Context: an optimization exercise on an open-source flow, tuned for small area. The choices shown serve that exercise and are no tape-out recipe. In this exercise RTL edits were held to simulation tests only and were not proved equivalent to the original. The flow treats the clock pin as an ideal source, which a real chip does not have. No activity file was given, so power comes from the tool's default toggle rates.

==> try-umber <==
==> flow/design.v <==
`timescale 1ns / 1ns
module lcd_cntrl_top #(
    parameter int DATA_WIDTH = 8,
    parameter int INSTR_WIDTH = 10,
    parameter int PRESCALER_WIDTH = 16
) (
    input clk_i,
    input rst_ni,
    input        [11:0] haddr_i,
    input        [ 1:0] htrans_i,
    input        [31:0] hwdata_i,
    input               hwrite_i,
    output logic [31:0] hrdata_o,
    output logic        hready_out_o,
    output logic        hresp_o,
    input  [DATA_WIDTH-1:0] data_in_i,
    output logic [DATA_WIDTH-1:0] data_out_o,
    output logic                  data_oe_o,
    output logic                  rs_o,
    output logic                  rwb_o,
    output logic                  e_o
);
  logic        a_ok;     
  logic [ 1:0] a_idx;    
  logic        a_wr;     
  logic        err;      
  logic        hready;   
  logic        phy_en;
  logic [ 9:0] instr;
  logic        valid;
  logic [15:0] presc;
  logic [ 7:0] rdata;
  logic        phy_ready;
  logic        addr_hi;
  logic        invalid_trans;
  assign addr_hi       = |haddr_i[11:4];
  assign invalid_trans = htrans_i[1] & (addr_hi |
                         ((haddr_i[3:0] == 4'h4) & hwrite_i & !phy_ready));
  assign hresp_o      = err;
  assign hready_out_o = hready;
  always_ff @(posedge clk_i) begin
    if (!rst_ni) begin
      a_ok <= 1'b0;
      err    <= 1'b0;
      hready <= 1'b1;
    end else begin
      if (htrans_i[1]) a_ok <= !addr_hi & (haddr_i[1:0] == 2'b00);
      hready <= err | !invalid_trans;
      err    <= !hready | (!err & invalid_trans);
    end
  end
  always_ff @(posedge clk_i) begin
    if (htrans_i[1]) begin
      a_idx <= haddr_i[3:2];
      a_wr  <= hwrite_i;
    end else begin
      a_wr  <= 1'b0;
    end
  end
  logic wsel, rsel;
  assign wsel = a_ok & a_wr & !err;
  assign rsel = a_ok & !a_wr & !err;
  logic ld_ctrl, hd_ctrl, ld_instr, hd_instr, ld_presc, hd_presc, instr_wen;
  assign instr_wen = wsel & (a_idx == 2'd1) & !valid;
  assign ld_ctrl   = rst_ni & wsel & (a_idx == 2'd0);
  assign hd_ctrl   = rst_ni & !(wsel & (a_idx == 2'd0));
  assign ld_instr  = rst_ni & instr_wen;
  assign hd_instr  = rst_ni & !instr_wen;
  assign ld_presc  = rst_ni & wsel & (a_idx == 2'd3);
  assign hd_presc  = rst_ni & !(wsel & (a_idx == 2'd3));
  logic        phy_en_d;
  logic [ 9:0] instr_d;
  logic [15:0] presc_d;
  lcd_sel u_en_sel (.a(hwdata_i[0]), .sa(ld_ctrl), .b(phy_en), .sb(hd_ctrl), .y(phy_en_d));
  for (genvar i = 0; i < 10; i++) begin : g_instr
    lcd_sel u_sel (.a(hwdata_i[i]), .sa(ld_instr), .b(instr[i]), .sb(hd_instr), .y(instr_d[i]));
  end
  for (genvar i = 0; i < 16; i++) begin : g_presc
    lcd_sel u_sel (.a(hwdata_i[i]), .sa(ld_presc), .b(presc[i]), .sb(hd_presc), .y(presc_d[i]));
  end
  always_ff @(posedge clk_i) begin
    phy_en <= phy_en_d;
    instr  <= instr_d;
    presc  <= presc_d | {12'd0, !rst_ni, 1'b0, !rst_ni, 1'b0};   
    valid  <= rst_ni & instr_wen;
  end
  always_comb begin
    hrdata_o = 32'h0;
    if (rsel) begin
      case (a_idx)
        2'd0: hrdata_o[1:0] = {phy_ready, phy_en};
        2'd1: hrdata_o[9:0] = instr;
        2'd2: hrdata_o[7:0] = rdata;
        2'd3: hrdata_o[15:0] = presc;
      endcase
    end
  end
  localparam logic [2:0] S_IDLE = 3'd0;
  localparam logic [2:0] S_AF   = 3'd2;   
  localparam logic [2:0] S_ADDR = 3'd3;
  localparam logic [2:0] S_WD   = 3'd1;
  localparam logic [2:0] S_RD   = 3'd7;
  localparam logic [2:0] S_CAP  = 3'd5;
  localparam logic [2:0] S_EH   = 3'd4;
  logic [ 2:0] state;
  logic [ 5:0] cnt;
  logic [15:0] pcnt;
  logic        busy;      
  logic [ 7:0] wdata;
  logic        adv;
  assign phy_ready = !busy & phy_en;
  assign adv       = valid & phy_ready;
  logic        term;
  logic        tick;      
  logic [ 5:0] cnt_ld;
  logic [ 5:0] cby;      
  always_comb begin
    cby[0] = tick;
    for (int i = 1; i < 6; i++) cby[i] = cby[i-1] & !cnt[i-1];
  end
  assign term = (cnt == 6'd0);
  always_comb begin
    case (state)
      S_ADDR:  cnt_ld = rwb_o ? 6'd36 : 6'd45;
      S_RD:    cnt_ld = 6'd9;
      S_WD:    cnt_ld = 6'd55;
      S_CAP:   cnt_ld = 6'd55;
      default: cnt_ld = 6'd6;
    endcase
  end
  logic [15:0] pcy, pinc;
  logic        clr;
  always_comb begin
    pcy[0] = 1'b1;
    for (int i = 1; i < 16; i++) pcy[i] = pcy[i-1] & pcnt[i-1];
  end
  assign pinc = pcnt ^ pcy;
  assign tick = (pinc == presc) & !(pcy[15] & pcnt[15]);
  assign clr  = (state == S_IDLE) | term;
  always_ff @(posedge clk_i) begin
    cnt  <= clr ? cnt_ld : cnt ^ cby;
    pcnt <= (clr | tick) ? 16'd0 : pinc;
  end
  always_ff @(posedge clk_i or negedge rst_ni) begin
    if (!rst_ni) begin
      state <= S_IDLE;
    end else begin
      case (state)
        S_IDLE:  if (adv) state <= S_AF;
        S_AF:    state <= S_ADDR;
        S_ADDR:  if (term) state <= rwb_o ? S_RD : S_WD;
        S_WD:    if (term) state <= S_EH;
        S_RD:    if (term) state <= S_CAP;
        S_CAP:   if (term) state <= S_EH;
        S_EH:    if (term) state <= adv ? S_AF : S_IDLE;
        default: state <= S_IDLE;
      endcase
    end
  end
  always_ff @(posedge clk_i or negedge rst_ni) begin
    if (!rst_ni) begin
      busy <= 1'b0;
    end else if (adv) begin
      busy <= 1'b1;
    end else if (state == S_EH && cnt == 6'd1) begin
      busy <= 1'b0;
    end
  end
  always_ff @(posedge clk_i) begin
    if (state == S_AF) wdata <= instr[7:0];
  end
  always_ff @(posedge clk_i or negedge rst_ni) begin
    if (!rst_ni) begin
      rs_o       <= 1'b0;
      rwb_o      <= 1'b0;
      e_o        <= 1'b0;
      data_out_o <= '0;
      data_oe_o  <= 1'b0;
    end else begin
      if (state == S_AF) {rs_o, rwb_o} <= instr[9:8];
      e_o <= (state == S_WD) | (state == S_RD) | (state == S_CAP);
      if (state == S_WD) data_out_o <= wdata;
      if (state == S_IDLE || state == S_RD) data_oe_o <= 1'b0;
      else if (state == S_WD) data_oe_o <= 1'b1;
    end
  end
  always_ff @(posedge clk_i or negedge rst_ni) begin
    if (!rst_ni) begin
      rdata <= '0;
    end else if ((state == S_RD && term) || (state == S_CAP && !term)) begin
      rdata <= data_in_i;
    end
  end
endmodule
module lcd_sel (
    input  a,
    input  sa,
    input  b,
    input  sb,
    output y
);
  assign y = (a & sa) | (b & sb);
endmodule
==> flow/flow/run.sh <==
#!/bin/bash
# The standard layout (standard.sh) with these changes:
#  - synthesis is the standard flow's (synth_recipe.tcl, ORFS synth.tcl), except that ABC maps
#    the combinational logic with an area-oriented script (flow/abc_area.script);
#    flip-flop mapping, names and everything else are unchanged;
#  - ports are buffered with the smallest buffer (buf_1);
#  - the clock is distributed by four clock buffers, one per group of nearby
#    registers, inserted before CTS (flow/cts_pre.tcl), so TritonCTS adds none;
#  - constant outputs share one tie cell;
#  - the register-select cells (module lcd_sel) are mapped on their own
#    (SYNTH_KEEP_MODULES) and flattened at the end as synth_recipe.tcl does.
#  - ABC also maps the counters' half adders (no extract_fa step, ADDER_MAP_FILE empty).
set -euo pipefail
W=$PWD
sed "s#^source \$::env(SCRIPTS_DIR)/synth_preamble.tcl\$#&\nset abc_args [lreplace \$abc_args 1 1 $W/flow/abc_area.script]#" \
  "$FLOW_HOME/scripts/synth.tcl" > "$W/flow_orfs_synth.tcl"
grep -q "abc_area.script" "$W/flow_orfs_synth.tcl"
sed "s#^source \$::env(SCRIPTS_DIR)/synth.tcl\$#source $W/flow_orfs_synth.tcl#" synth_recipe.tcl > "$W/flow_synth.tcl"
grep -q "flow_orfs_synth.tcl" "$W/flow_synth.tcl"
sed "s#SYNTH_SCRIPT=[^ ]*#SYNTH_SCRIPT=$W/flow_synth.tcl#" standard.sh > "$W/flow_standard.sh"
grep -q "flow_synth.tcl" "$W/flow_standard.sh"
export BUFFER_PORTS_ARGS="-buffer_cell sky130_fd_sc_hd__buf_1"
export PRE_CTS_TCL="$W/flow/cts_pre.tcl"
export CLK_GROUPS=4
export CLK_BUF=sky130_fd_sc_hd__buf_8
export CTS_ARGS="-sink_clustering_enable -dont_use_dummy_load"
export SKIP_REPAIR_TIE_FANOUT=1
export REMOVE_ABC_BUFFERS=1
export SYNTH_KEEP_MODULES=lcd_sel
export ADDER_MAP_FILE=
bash "$W/flow_standard.sh" > flow_standard.log 2>&1
==> flow/flow/abc_area.script <==
strash; dch -f; amap -F 4 -A 4; topo; stime -c
==> flow/flow/cts_pre.tcl <==
# Clock distribution: split the clock sinks into NGRP groups by position and
# drive each group from its own clock buffer placed at the group's centre; the
# clock port drives only these buffers. TritonCTS then finds the clock net
# already buffered and leaves it alone.
set ngrp [expr {[info exists ::env(CLK_GROUPS)] ? $::env(CLK_GROUPS) : 4}]
set bcell [expr {[info exists ::env(CLK_BUF)] ? $::env(CLK_BUF) : "sky130_fd_sc_hd__buf_12"}]
set block [ord::get_db_block]
set net [$block findNet clk_i]
set items {}
foreach it [$net getITerms] {
  set inst [$it getInst]
  set loc [$inst getLocation]
  lappend items [list [lindex $loc 0] [lindex $loc 1] "[$inst getName]/[[$it getMTerm] getName]"]
}
proc split_groups {items n} {
  if {$n <= 1 || [llength $items] < 2} { return [list $items] }
  set xs [lmap i $items {lindex $i 0}]; set ys [lmap i $items {lindex $i 1}]
  set dx [expr {[tcl::mathfunc::max {*}$xs] - [tcl::mathfunc::min {*}$xs]}]
  set dy [expr {[tcl::mathfunc::max {*}$ys] - [tcl::mathfunc::min {*}$ys]}]
  set k [expr {$dx >= $dy ? 0 : 1}]
  set s [lsort -integer -index $k $items]
  set h [expr {[llength $s] / 2}]
  set n1 [expr {$n / 2}]
  return [concat [split_groups [lrange $s 0 [expr {$h - 1}]] $n1] [split_groups [lrange $s $h end] [expr {$n - $n1}]]]
}
set dbu [$block getDbUnitsPerMicron]
set g 0
foreach grp [split_groups $items $ngrp] {
  set sx 0; set sy 0; set pins {}
  foreach i $grp { set sx [expr {$sx + [lindex $i 0]}]; set sy [expr {$sy + [lindex $i 1]}]; lappend pins [get_pins [lindex $i 2]] }
  set cx [expr {$sx / double([llength $grp]) / $dbu}]; set cy [expr {$sy / double([llength $grp]) / $dbu}]
  insert_buffer -buffer_cell $bcell -net clk_i -load_pins $pins -location [list $cx $cy] -buffer_name clkbuf_g$g -net_name clk_g$g
  puts "clock group $g: [llength $grp] sinks, buffer at $cx $cy"
  incr g
}
# Keep TritonCTS from rebuilding these nets.
set skip [list clk_i]
foreach it [[$block findNet clk_i] getITerms] { lappend skip [[[[$it getInst] findITerm X] getNet] getName] }
puts "CTS skips: $skip"
set_cts_config -skip_nets $skip
==> flow/standard.sh <==
#!/bin/bash
# synth_recipe.tcl (not shown) runs the flow's synth.tcl, then flattens the netlist and writes it again
# the make line also repeats each setting of config.mk as NAME=value (left out here)
make -C /OpenROAD-flow-scripts/flow DESIGN_CONFIG=/design/flow/config.mk WORK_HOME=/design/flow/orfs CLKGATE_MAP_FILE= SYNTH_SCRIPT=/design/flow/synth_recipe.tcl "${@:-finish}"
==> flow/config.mk <==
export PLATFORM = sky130hd
export DESIGN_NAME = lcd_cntrl_top
export DESIGN_NICKNAME = lcd_cntrl_top
export VERILOG_FILES = /design/flow/design.v
export SDC_FILE = /design/flow/constraint.sdc
export NUM_CORES = 4
export LEC_CHECK = 0
export CAP_MARGIN = 0
export CORE_MARGIN = 2
export CORE_UTILIZATION = 65
export GPL_TIMING_DRIVEN = 0
export PLACE_DENSITY = 0.95
export SLEW_MARGIN = 0
==> flow/constraint.sdc <==
create_clock -name core_clock -period 10.0 [get_ports {clk_i}]
set_input_delay 2.0000 -clock core_clock [delete_from_list [all_inputs] [get_ports {clk_i}]]
set_output_delay 2.0000 -clock core_clock [all_outputs]
set_load 0.01 [all_outputs]
==> try-harbor (differences from try-umber) <==
--- a/flow/flow/run.sh
+++ b/flow/flow/run.sh
@@ -9,7 +9,6 @@
 #  - constant outputs share one tie cell;
 #  - the register-select cells (module lcd_sel) are mapped on their own
 #    (SYNTH_KEEP_MODULES) and flattened at the end as synth_recipe.tcl does.
-#  - ABC also maps the counters' half adders (no extract_fa step, ADDER_MAP_FILE empty).
 set -euo pipefail
 W=$PWD
 sed "s#^source \$::env(SCRIPTS_DIR)/synth_preamble.tcl\$#&\nset abc_args [lreplace \$abc_args 1 1 $W/flow/abc_area.script]#" \
@@ -27,5 +26,4 @@
 export SKIP_REPAIR_TIE_FANOUT=1
 export REMOVE_ABC_BUFFERS=1
 export SYNTH_KEEP_MODULES=lcd_sel
-export ADDER_MAP_FILE=
 bash "$W/flow_standard.sh" > flow_standard.log 2>&1
==> try-ember (differences from try-umber) <==
--- a/flow/design.v
+++ b/flow/design.v
@@ -24,7 +24,7 @@
   logic [ 1:0] a_idx;    
   logic        a_wr;     
   logic        err;      
-  logic        hready;   
+  logic        err1;     
   logic        phy_en;
   logic [ 9:0] instr;
   logic        valid;
@@ -37,16 +37,16 @@
   assign invalid_trans = htrans_i[1] & (addr_hi |
                          ((haddr_i[3:0] == 4'h4) & hwrite_i & !phy_ready));
   assign hresp_o      = err;
-  assign hready_out_o = hready;
+  assign hready_out_o = !err1;
   always_ff @(posedge clk_i) begin
     if (!rst_ni) begin
       a_ok <= 1'b0;
-      err    <= 1'b0;
-      hready <= 1'b1;
+      err  <= 1'b0;
+      err1 <= 1'b0;
     end else begin
       if (htrans_i[1]) a_ok <= !addr_hi & (haddr_i[1:0] == 2'b00);
-      hready <= err | !invalid_trans;
-      err    <= !hready | (!err & invalid_trans);
+      err1 <= !err & invalid_trans;
+      err  <= err1 | (!err & invalid_trans);
     end
   end
   always_ff @(posedge clk_i) begin
@@ -60,29 +60,30 @@
   logic wsel, rsel;
   assign wsel = a_ok & a_wr & !err;
   assign rsel = a_ok & !a_wr & !err;
-  logic ld_ctrl, hd_ctrl, ld_instr, hd_instr, ld_presc, hd_presc, instr_wen;
-  assign instr_wen = wsel & (a_idx == 2'd1) & !valid;
-  assign ld_ctrl   = rst_ni & wsel & (a_idx == 2'd0);
-  assign hd_ctrl   = rst_ni & !(wsel & (a_idx == 2'd0));
-  assign ld_instr  = rst_ni & instr_wen;
-  assign hd_instr  = rst_ni & !instr_wen;
-  assign ld_presc  = rst_ni & wsel & (a_idx == 2'd3);
-  assign hd_presc  = rst_ni & !(wsel & (a_idx == 2'd3));
-  logic        phy_en_d;
-  logic [ 9:0] instr_d;
-  logic [15:0] presc_d;
-  lcd_sel u_en_sel (.a(hwdata_i[0]), .sa(ld_ctrl), .b(phy_en), .sb(hd_ctrl), .y(phy_en_d));
-  for (genvar i = 0; i < 10; i++) begin : g_instr
-    lcd_sel u_sel (.a(hwdata_i[i]), .sa(ld_instr), .b(instr[i]), .sb(hd_instr), .y(instr_d[i]));
-  end
-  for (genvar i = 0; i < 16; i++) begin : g_presc
-    lcd_sel u_sel (.a(hwdata_i[i]), .sa(ld_presc), .b(presc[i]), .sb(hd_presc), .y(presc_d[i]));
+  always_ff @(posedge clk_i) begin
+    if (!rst_ni) begin
+      phy_en <= 1'b0;
+    end else if (wsel && a_idx == 2'd0) begin
+      phy_en <= hwdata_i[0];
+    end
   end
   always_ff @(posedge clk_i) begin
-    phy_en <= phy_en_d;
-    instr  <= instr_d;
-    presc  <= presc_d | {12'd0, !rst_ni, 1'b0, !rst_ni, 1'b0};   
-    valid  <= rst_ni & instr_wen;
+    if (!rst_ni) begin
+      instr <= '0;
+      valid <= 1'b0;
+    end else if (valid) begin
+      valid <= 1'b0;
+    end else if (wsel && a_idx == 2'd1) begin
+      instr <= hwdata_i[9:0];
+      valid <= 1'b1;
+    end
+  end
+  always_ff @(posedge clk_i) begin
+    if (!rst_ni) begin
+      presc <= 16'd10;
+    end else if (wsel && a_idx == 2'd3) begin
+      presc <= hwdata_i[15:0];
+    end
   end
   always_comb begin
     hrdata_o = 32'h0;
@@ -96,28 +97,22 @@
     end
   end
   localparam logic [2:0] S_IDLE = 3'd0;
-  localparam logic [2:0] S_AF   = 3'd2;   
-  localparam logic [2:0] S_ADDR = 3'd3;
-  localparam logic [2:0] S_WD   = 3'd1;
-  localparam logic [2:0] S_RD   = 3'd7;
+  localparam logic [2:0] S_AF   = 3'd1;   
+  localparam logic [2:0] S_ADDR = 3'd2;
+  localparam logic [2:0] S_WD   = 3'd3;
+  localparam logic [2:0] S_RD   = 3'd4;
   localparam logic [2:0] S_CAP  = 3'd5;
-  localparam logic [2:0] S_EH   = 3'd4;
+  localparam logic [2:0] S_EH   = 3'd6;
   logic [ 2:0] state;
   logic [ 5:0] cnt;
   logic [15:0] pcnt;
-  logic        busy;      
+  logic        piv;       
   logic [ 7:0] wdata;
   logic        adv;
-  assign phy_ready = !busy & phy_en;
+  assign phy_ready = piv & phy_en;
   assign adv       = valid & phy_ready;
   logic        term;
-  logic        tick;      
   logic [ 5:0] cnt_ld;
-  logic [ 5:0] cby;      
-  always_comb begin
-    cby[0] = tick;
-    for (int i = 1; i < 6; i++) cby[i] = cby[i-1] & !cnt[i-1];
-  end
   assign term = (cnt == 6'd0);
   always_comb begin
     case (state)
@@ -128,18 +123,21 @@
       default: cnt_ld = 6'd6;
     endcase
   end
-  logic [15:0] pcy, pinc;
-  logic        clr;
-  always_comb begin
-    pcy[0] = 1'b1;
-    for (int i = 1; i < 16; i++) pcy[i] = pcy[i-1] & pcnt[i-1];
-  end
-  assign pinc = pcnt ^ pcy;
-  assign tick = (pinc == presc) & !(pcy[15] & pcnt[15]);
+  logic [16:0] pinc;
+  logic        tick, clr;
+  assign pinc = {1'b0, pcnt} + 17'd1;
+  assign tick = (pinc == {1'b0, presc});
   assign clr  = (state == S_IDLE) | term;
   always_ff @(posedge clk_i) begin
-    cnt  <= clr ? cnt_ld : cnt ^ cby;
-    pcnt <= (clr | tick) ? 16'd0 : pinc;
+    if (clr) begin
+      cnt  <= cnt_ld;
+      pcnt <= '0;
+    end else if (tick) begin
+      cnt  <= cnt - 6'd1;
+      pcnt <= '0;
+    end else begin
+      pcnt <= pinc[15:0];
+    end
   end
   always_ff @(posedge clk_i or negedge rst_ni) begin
     if (!rst_ni) begin
@@ -159,11 +157,11 @@
   end
   always_ff @(posedge clk_i or negedge rst_ni) begin
     if (!rst_ni) begin
-      busy <= 1'b0;
+      piv <= 1'b1;
     end else if (adv) begin
-      busy <= 1'b1;
+      piv <= 1'b0;
     end else if (state == S_EH && cnt == 6'd1) begin
-      busy <= 1'b0;
+      piv <= 1'b1;
     end
   end
   always_ff @(posedge clk_i) begin
@@ -192,12 +190,3 @@
     end
   end
 endmodule
-module lcd_sel (
-    input  a,
-    input  sa,
-    input  b,
-    input  sb,
-    output y
-);
-  assign y = (a & sa) | (b & sb);
-endmodule
--- a/flow/flow/run.sh
+++ b/flow/flow/run.sh
@@ -6,10 +6,7 @@
 #  - ports are buffered with the smallest buffer (buf_1);
 #  - the clock is distributed by four clock buffers, one per group of nearby
 #    registers, inserted before CTS (flow/cts_pre.tcl), so TritonCTS adds none;
-#  - constant outputs share one tie cell;
-#  - the register-select cells (module lcd_sel) are mapped on their own
-#    (SYNTH_KEEP_MODULES) and flattened at the end as synth_recipe.tcl does.
-#  - ABC also maps the counters' half adders (no extract_fa step, ADDER_MAP_FILE empty).
+#  - constant outputs share one tie cell.
 set -euo pipefail
 W=$PWD
 sed "s#^source \$::env(SCRIPTS_DIR)/synth_preamble.tcl\$#&\nset abc_args [lreplace \$abc_args 1 1 $W/flow/abc_area.script]#" \
@@ -22,10 +19,7 @@
 export BUFFER_PORTS_ARGS="-buffer_cell sky130_fd_sc_hd__buf_1"
 export PRE_CTS_TCL="$W/flow/cts_pre.tcl"
 export CLK_GROUPS=4
-export CLK_BUF=sky130_fd_sc_hd__buf_8
+export CLK_BUF=sky130_fd_sc_hd__buf_12
 export CTS_ARGS="-sink_clustering_enable -dont_use_dummy_load"
 export SKIP_REPAIR_TIE_FANOUT=1
-export REMOVE_ABC_BUFFERS=1
-export SYNTH_KEEP_MODULES=lcd_sel
-export ADDER_MAP_FILE=
 bash "$W/flow_standard.sh" > flow_standard.log 2>&1
Settings changed: CAP_MARGIN 0 to 20, GPL_TIMING_DRIVEN 0 to default, PLACE_DENSITY 0.95 to 0.75, SLEW_MARGIN 0 to 20.
==> comparison table <==
item                                                                                    try-harbor                try-ember                try-umber
Status                                                            no timing/DRC/antenna violations  no timing/DRC/antenna violations  no timing/DRC/antenna violations
Leading cell type by number of instances after synthesis                  sky130_fd_sc_hd__dfxtp_1  sky130_fd_sc_hd__nor2_1  sky130_fd_sc_hd__nor2_1
Well Taps                                                                                       72                       75                       72
Worst setup path end                                                                cnt[5]$_DFF_P_              hrdata_o[1]           cnt[5]$_DFF_P_
Routed met1 length                                                                         3460 um                  3830 um                  3380 um
Post-synthesis share of cell area spent on and, or, nand and nor gates                       0.113                    0.155                    0.142
HPWL after DPL                                                                             6050 um                  6530 um                  5970 um
Combined flip-flop and latch cell area                                                    1980 um2                 2040 um2                 1980 um2
Number of violations reported at the end of detailed-routing iteration 0                       288                      243                      259
Met3 demand-to-capacity share in global routing                                             0.0227                   0.0267                   0.0230
Worst R2R Path Depth                                                                            28                       15                       28
Multi-input gate area in the final layout                                                 1420 um2                 1530 um2                 1380 um2
Period minus WS final                                                                      6.13 ns                  4.17 ns                  4.87 ns
Met2 usage                                                                                   0.436                    0.478                    0.449
Post-route clock period utilization                                                          0.613                    0.417                    0.487
Pwr per Cell Area                                                                       227 nW/um2               128 nW/um2               226 nW/um2
Launching instance or port of the critical path                                 pcnt[0]$_SDFF_PP0_       a_idx[1]$_DFFE_PP_       pcnt[0]$_SDFF_PP0_
Final non-filler cell total                                                                    482                      545                      510
Share of the synthesized area in compound gates (AO/OA/AOI/OAI)                              0.200                    0.225                    0.233
Internal power contribution                                                                 597 uW                   433 uW                   584 uW
Post-route design area                                                                    3980 um2                 4210 um2                 3930 um2

re-timing with driven ports:
How much do the figures lean on ideal ports? The routed layouts below were timed once more, with nothing changed but the port constraints.
Step 1 sets driving cells, clkbuf_16 on the clock port and buf_2 on the other inputs (assumed; they add their load-dependent delay and slew).
Step 2 times the ports against the registers' clock, not the clock port: input delays grow and output delays shrink by t, the midpoint of the rising clock arrivals with the driver on.
Three values: no drivers, after step 1, after step 2; two values: the first two.
| run | shift t [ns] | setup slack, ns | worst register clock-pin slew, ns |
|---|---|---|---|
| try-umber | 0.208 | 5.129 / 5.129 / 5.129 | 0.12 / 0.12 |
| try-harbor | 0.212 | 3.868 / 3.868 / 3.868 | 0.12 / 0.12 |
| try-ember | 0.204 | 5.832 / 5.750 / 5.918 | 0.09 / 0.09 |
After both steps every run listed still meets setup and hold.
